From an optimization exercise on the open Yosys and OpenROAD flow, aimed at small area; shortcuts taken in it are not production practice. Where RTL was checked, it was by simulation tests only, not by an equivalence proof against the original. No activity file was given, so power comes from the tool's default toggle rates.

==> v10: inputs <==
Design HRALM4, start of the top module:
module HRALM4(
    input  [15:0] x,
    input  [15:0] y,
    input         clk,
    input         rst,
    output [31:0] p
    );
    wire [15:0] ax = {3'b0, x[12:0] ^ {13{x[13]}}};
    wire zx8 = ~|ax[15:8];
    wire [15:0] bx = zx8 ? {ax[7:0], 8'd0} : ax;
    wire zx4 = ~|bx[15:12];
    wire [15:0] cx = zx4 ? {bx[11:0], 4'd0} : bx;
    wire zx2 = ~|cx[15:14];
    wire [15:0] dx = zx2 ? {cx[13:0], 2'd0} : cx;
    wire zx1 = ~dx[15];
    wire [2:0] fx = zx1 ? dx[13:11] : dx[14:12];
    wire [3:0] kx = ~{zx8, zx4, zx2, zx1};
    wire nzx = dx[15] | dx[14];
    wire [15:0] ay = {1'b0, y[14:0] ^ {15{y[15]}}};
    wire zy8 = ~|ay[15:8];
    wire [15:0] by = zy8 ? {ay[7:0], 8'd0} : ay;
    wire zy4 = ~|by[15:12];
    wire [15:0] cy = zy4 ? {by[11:0], 4'd0} : by;
    wire zy2 = ~|cy[15:14];
    wire [15:0] dy = zy2 ? {cy[13:0], 2'd0} : cy;
    wire zy1 = ~dy[15];
    wire [2:0] fy = zy1 ? dy[13:11] : dy[14:12];
    wire [3:0] ky = ~{zy8, zy4, zy2, zy1};
    wire nzy = dy[15] | dy[14];
    wire [7:0] lc;
    wire [7:0] ls;
    assign ls[0] = ~(fx[0] ^ fy[0]);
    assign lc[1] = fx[0] | fy[0];
    wire [6:1] la = {kx, fx[2:1]};
    wire [6:1] lb = {ky, fy[2:1]};
    genvar i;
    for (i = 1; i < 7; i = i + 1) begin : g_la
        FA la_fa(.a(la[i]), .b(lb[i]), .c(lc[i]), .s(ls[i]), .co(lc[i+1]));
    end
    assign ls[7] = lc[7];
    wire xo = x[13] ^ x[14];
    reg  [15:0] ry;
  ...
==> module HRALM4, before the edit <==
module HRALM4(
    input  [15:0] x,
    input  [15:0] y,
    input         clk,
    input         rst,
    output [31:0] p
    );
    wire [15:0] ax = {3'b0, x[12:0] ^ {13{x[13]}}};
    wire zx8 = ~|ax[15:8];
    wire [15:0] bx = zx8 ? {ax[7:0], 8'd0} : ax;
    wire zx4 = ~|bx[15:12];
    wire [15:0] cx = zx4 ? {bx[11:0], 4'd0} : bx;
    wire zx2 = ~|cx[15:14];
    wire [15:0] dx = zx2 ? {cx[13:0], 2'd0} : cx;
    wire zx1 = ~dx[15];
    wire [2:0] fx = zx1 ? dx[13:11] : dx[14:12];
    wire [3:0] kx = ~{zx8, zx4, zx2, zx1};
    wire nzx = dx[15] | dx[14];
    wire [15:0] ay = {1'b0, y[14:0] ^ {15{y[15]}}};
    wire zy8 = ~|ay[15:8];
    wire [15:0] by = zy8 ? {ay[7:0], 8'd0} : ay;
    wire zy4 = ~|by[15:12];
    wire [15:0] cy = zy4 ? {by[11:0], 4'd0} : by;
    wire zy2 = ~|cy[15:14];
    wire [15:0] dy = zy2 ? {cy[13:0], 2'd0} : cy;
    wire zy1 = ~dy[15];
    wire [2:0] fy = zy1 ? dy[13:11] : dy[14:12];
    wire [3:0] ky = ~{zy8, zy4, zy2, zy1};
    wire nzy = dy[15] | dy[14];
    wire [7:0] lc;
    wire [7:0] ls;
    assign ls[0] = ~(fx[0] ^ fy[0]);
    assign lc[1] = fx[0] | fy[0];
    wire [6:1] la = {kx, fx[2:1]};
    wire [6:1] lb = {ky, fy[2:1]};
    genvar i;
    for (i = 1; i < 7; i = i + 1) begin : g_la
        FA la_fa(.a(la[i]), .b(lb[i]), .c(lc[i]), .s(ls[i]), .co(lc[i+1]));
    end
    assign ls[7] = lc[7];
    wire xo = x[13] ^ x[14];
    reg  [15:0] ry;
    reg         one, two, sf;
    reg  [7:0]  L;
    reg         s, nz;
    always @(posedge clk) begin
        ry  <= y;
        one <= ~rst & xo;
        two <= ~rst & ~xo & (x[15] ^ x[14]);
        sf  <= ~rst & x[15] & (xo | x[14] ^ x[15]);
        L   <= ls;
        s   <= x[13] ^ y[15];
        nz  <= ~rst & nzx & nzy;
    end
    wire [16:0] mag = ({17{one}} & {ry[15], ry}) | ({17{two}} & {ry, 1'b0});
    wire [16:0] pp1 = mag ^ {17{sf}};
    wire [3:0]  t  = L[6:3];
    wire [3:0]  w0 = {1'b1, L[2:0]};
    wire [4:0]  u1 = t[0] ? {w0, 1'b0} : {1'b0, w0};
    wire [6:0]  u2 = t[1] ? {u1, 2'b0} : {2'b0, u1};
    wire [10:0] u3 = t[2] ? {u2, 4'b0} : {4'b0, u2};
    wire [18:0] u4 = t[3] ? {u3, 8'b0} : {8'b0, u3};
    wire [15:0] v  = u4[18:3];
    wire h0   = nz & s;
    wire h1lo = nz & (s ^ ~L[7]);
    wire h1hi = nz & (s ^ L[7]);
    wire [29:0] pp0;
    for (i = 0; i < 16; i = i + 1) begin : g_lo
        assign pp0[i] = v[i] ? h1lo : h0;
    end
    for (i = 0; i < 12; i = i + 1) begin : g_hi
        assign pp0[16+i] = v[i] ? h1hi : h0;
    end
    assign pp0[29:28] = {h0, h0};
    wire [17:0] ha = {pp0[29], pp0[29], pp0[29:14]};
    wire [17:0] hb = {pp1[16], pp1};
    wire [17:0] hi;
    wire [17:0] hc;
    assign hc[0] = sf;
    for (i = 0; i < 17; i = i + 1) begin : g_ha
        FA ha_fa(.a(ha[i]), .b(hb[i]), .c(hc[i]), .s(hi[i]), .co(hc[i+1]));
    end
    assign hi[17] = ha[17] ^ hb[17] ^ hc[17];
    assign p = {hi, pp0[13:0]};
endmodule
export LEC_CHECK = 0
export CAP_MARGIN = 20
export CORE_MARGIN = 2
export CORE_UTILIZATION = 40
export GPL_TIMING_DRIVEN = 0
export PLACE_DENSITY_LB_ADDON = 0.2
export SLEW_MARGIN = 20
create_clock -name core_clock -period 12.0 [get_ports {clk}]
standard.sh (not shown) runs the stock make flow with config.mk's settings and CLKGATE_MAP_FILE= SYNTH_SCRIPT=/design/flow/synth_recipe.tcl, a recipe that flattens the netlist after the stock synthesis.
==> flow/flow/run.sh <==
#!/bin/bash
# Own layout flow: the standard ORFS flow, with
#  - synthesis as synth_recipe.tcl, but module FA kept apart and mapped onto
#    the library's full-adder cell, and ABC mapping with an area-oriented
#    script (flow/area.abc) instead of the ORFS one, without adder extraction;
#  - port buffers of the smallest buffer cell.
# Each make run writes its output to a log file of its own here; ORFS keeps
# each tool's log under orfs/logs.
set -euo pipefail
W=$PWD
export MY_WORK=$W
export MY_ABC_SCRIPT=$W/flow/area.abc
export MY_FA_MAP=$W/flow/fa_map.v
ARGS=("SYNTH_SCRIPT=$W/flow/synth.tcl" "ADDER_MAP_FILE=" "SYNTH_KEEP_MODULES=FA"
      "BUFFER_PORTS_ARGS=-buffer_cell sky130_fd_sc_hd__buf_1")
bash standard.sh "${ARGS[@]}" synth > $W/log_synth.txt 2>&1
bash standard.sh "${ARGS[@]}" finish > $W/log_layout.txt 2>&1
==> flow/flow/area.abc <==
strash; &get -n; &deepsyn -T 30; &put; &get -n; &dch -f; &nf -R 1000; &put
==> flow/flow/fa_map.v <==
(* techmap_celltype = "FA" *)
module _map_FA(input a, input b, input c, output s, output co);
  sky130_fd_sc_hd__fa_1 _TECHMAP_REPLACE_ (.A(a), .B(b), .CIN(c), .SUM(s), .COUT(co));
endmodule
==> flow/flow/synth.tcl <==
# synth_recipe.tcl, except that ABC maps with an area-oriented script and
# without the ORFS delay constraints (-D, -constr), and that instances of
# module FA become the library's full-adder cell before ABC runs.
proc abc {args} {
  set out {}
  set i 0
  while {$i < [llength $args]} {
    set a [lindex $args $i]
    if {$a in {-script -constr -D}} { incr i 2; continue }
    lappend out $a
    incr i
  }
  yosys techmap -map $::env(MY_FA_MAP)
  yosys delete FA
  yosys abc -script $::env(MY_ABC_SCRIPT) {*}$out
}
source $::env(MY_WORK)/synth_recipe.tcl
==> inputs of v1, as changes to v10 <==
--- a/flow/design.v
+++ b/flow/design.v
@@ -39,20 +39,20 @@
     end
     assign ls[7] = lc[7];
-    wire xo = x[13] ^ x[14];
-    reg  [15:0] ry;
-    reg         one, two, sf;
+    wire xo  = x[13] ^ x[14];
+    wire one = ~rst & xo;
+    wire two = ~rst & ~xo & (x[15] ^ x[14]);
+    wire neg = x[15] & (one | two);
+    wire [16:0] mag = ({17{one}} & {y[15], y}) | ({17{two}} & {y, 1'b0});
+    reg  [16:0] pp1;
+    reg         sf;
     reg  [7:0]  L;
     reg         s, nz;
     always @(posedge clk) begin
-        ry  <= y;
-        one <= ~rst & xo;
-        two <= ~rst & ~xo & (x[15] ^ x[14]);
-        sf  <= ~rst & x[15] & (xo | x[14] ^ x[15]);
+        pp1 <= mag ^ {17{neg}};
+        sf  <= neg;
         L   <= ls;
         s   <= x[13] ^ y[15];
         nz  <= ~rst & nzx & nzy;
     end
-    wire [16:0] mag = ({17{one}} & {ry[15], ry}) | ({17{two}} & {ry, 1'b0});
-    wire [16:0] pp1 = mag ^ {17{sf}};
     wire [3:0]  t  = L[6:3];
     wire [3:0]  w0 = {1'b1, L[2:0]};
--- a/flow/flow/run.sh
+++ b/flow/flow/run.sh
@@ -4,5 +4,6 @@
 #    the library's full-adder cell, and ABC mapping with an area-oriented
 #    script (flow/area.abc) instead of the ORFS one, without adder extraction;
-#  - port buffers of the smallest buffer cell.
+#  - port buffers of the smallest buffer cell;
+#  - clock tree options from flow/cts_args (no dummy loads).
 # Each make run writes its output to a log file of its own here; ORFS keeps
 # each tool's log under orfs/logs.
@@ -13,5 +14,6 @@
 export MY_FA_MAP=$W/flow/fa_map.v
 ARGS=("SYNTH_SCRIPT=$W/flow/synth.tcl" "ADDER_MAP_FILE=" "SYNTH_KEEP_MODULES=FA"
-      "BUFFER_PORTS_ARGS=-buffer_cell sky130_fd_sc_hd__buf_1")
+      "BUFFER_PORTS_ARGS=-buffer_cell sky130_fd_sc_hd__buf_1"
+      "CTS_ARGS=$(cat $W/flow/cts_args)")
 bash standard.sh "${ARGS[@]}" synth > $W/log_synth.txt 2>&1
 bash standard.sh "${ARGS[@]}" finish > $W/log_layout.txt 2>&1
==> flow/flow/cts_args (new file) <==
-sink_clustering_enable -repair_clock_nets -dont_use_dummy_load -buf_list sky130_fd_sc_hd__clkbuf_8 -root_buf sky130_fd_sc_hd__clkbuf_8 -sink_clustering_size 50 -sink_clustering_max_diameter 500 -sink_clustering_levels 1
==> qor summary <==
	v1	v10
Power density of the placed cells	162 mW/mm2	175 mW/mm2
Finished Layout Cells	424	427
Wire per inst	13.5 um	13.1 um
First-pass GRT wire length	9220 um	9480 um
GR Util met1	26.2%	23.0%
Share of cell area taken by flip-flops and latches	19.5%	19.7%
Largest stage delay on the critical path	0.54 ns	0.91 ns
Minimum clock period	11.47 ns	11.06 ns
Die area	0.00684 mm2	0.00688 mm2
Final cycle utilization of the critical path	95.5%	92.2%
Share of synthesized area spent on multiplexers	9.50%	8.58%
Length of the first detailed-routing pass in iterations	6	4
Overall Global Routing Usage	17.3%	16.5%
Area after detailed placement	0.00283 mm2	0.00283 mm2
Share of total power in sequential cells	31.0%	27.3%
Overall power of the completed layout	0.464 mW	0.516 mW
Buffers & Inverters on Critical Path	2	1
Met2 wire length	2520 um	2440 um
Vias in the first global route	1945	2041
H-tree depth	1	2
Area of the placeable core	0.00596 mm2	0.00599 mm2
Mean cell area of the mapped netlist	8.84 um2	8.94 um2
Proportion of cell area spent on the clock network	1.44%	3.90%
Final core occ	48.2%	49.2%
Clk_buf instances	3	5
#FFs+latches synth	28	29
Result of the run	no timing/DRC/antenna violations	no timing/DRC/antenna violations
Function not checked in v10: the RTL went through the layout flow alone.

[re-timing with driven ports]
The results above use ideal ports. As a check the final layouts listed here were re-extracted and re-timed, cells and wires unchanged. Step 1 assumes that a clkbuf_16 drives the clock port and a buf_2 every other input. Step 2 moves the port delays by t, midway between the first and last clock arrival at a register: inputs arrive t later, outputs are due t later. That takes back most of the time a late clock gives input paths. Slacks: ideal / step 1 / step 2; pairs: ideal / step 1.
run	shift t [ns]	setup WS [ns]	slew at the worst register clock pin (ns)
v10	0.295	0.939 / 0.914 / 1.209	0.07 / 0.07
v1	0.281	0.534 / 0.511 / 0.791	0.08 / 0.08
After both steps setup and hold are still met in every run listed.
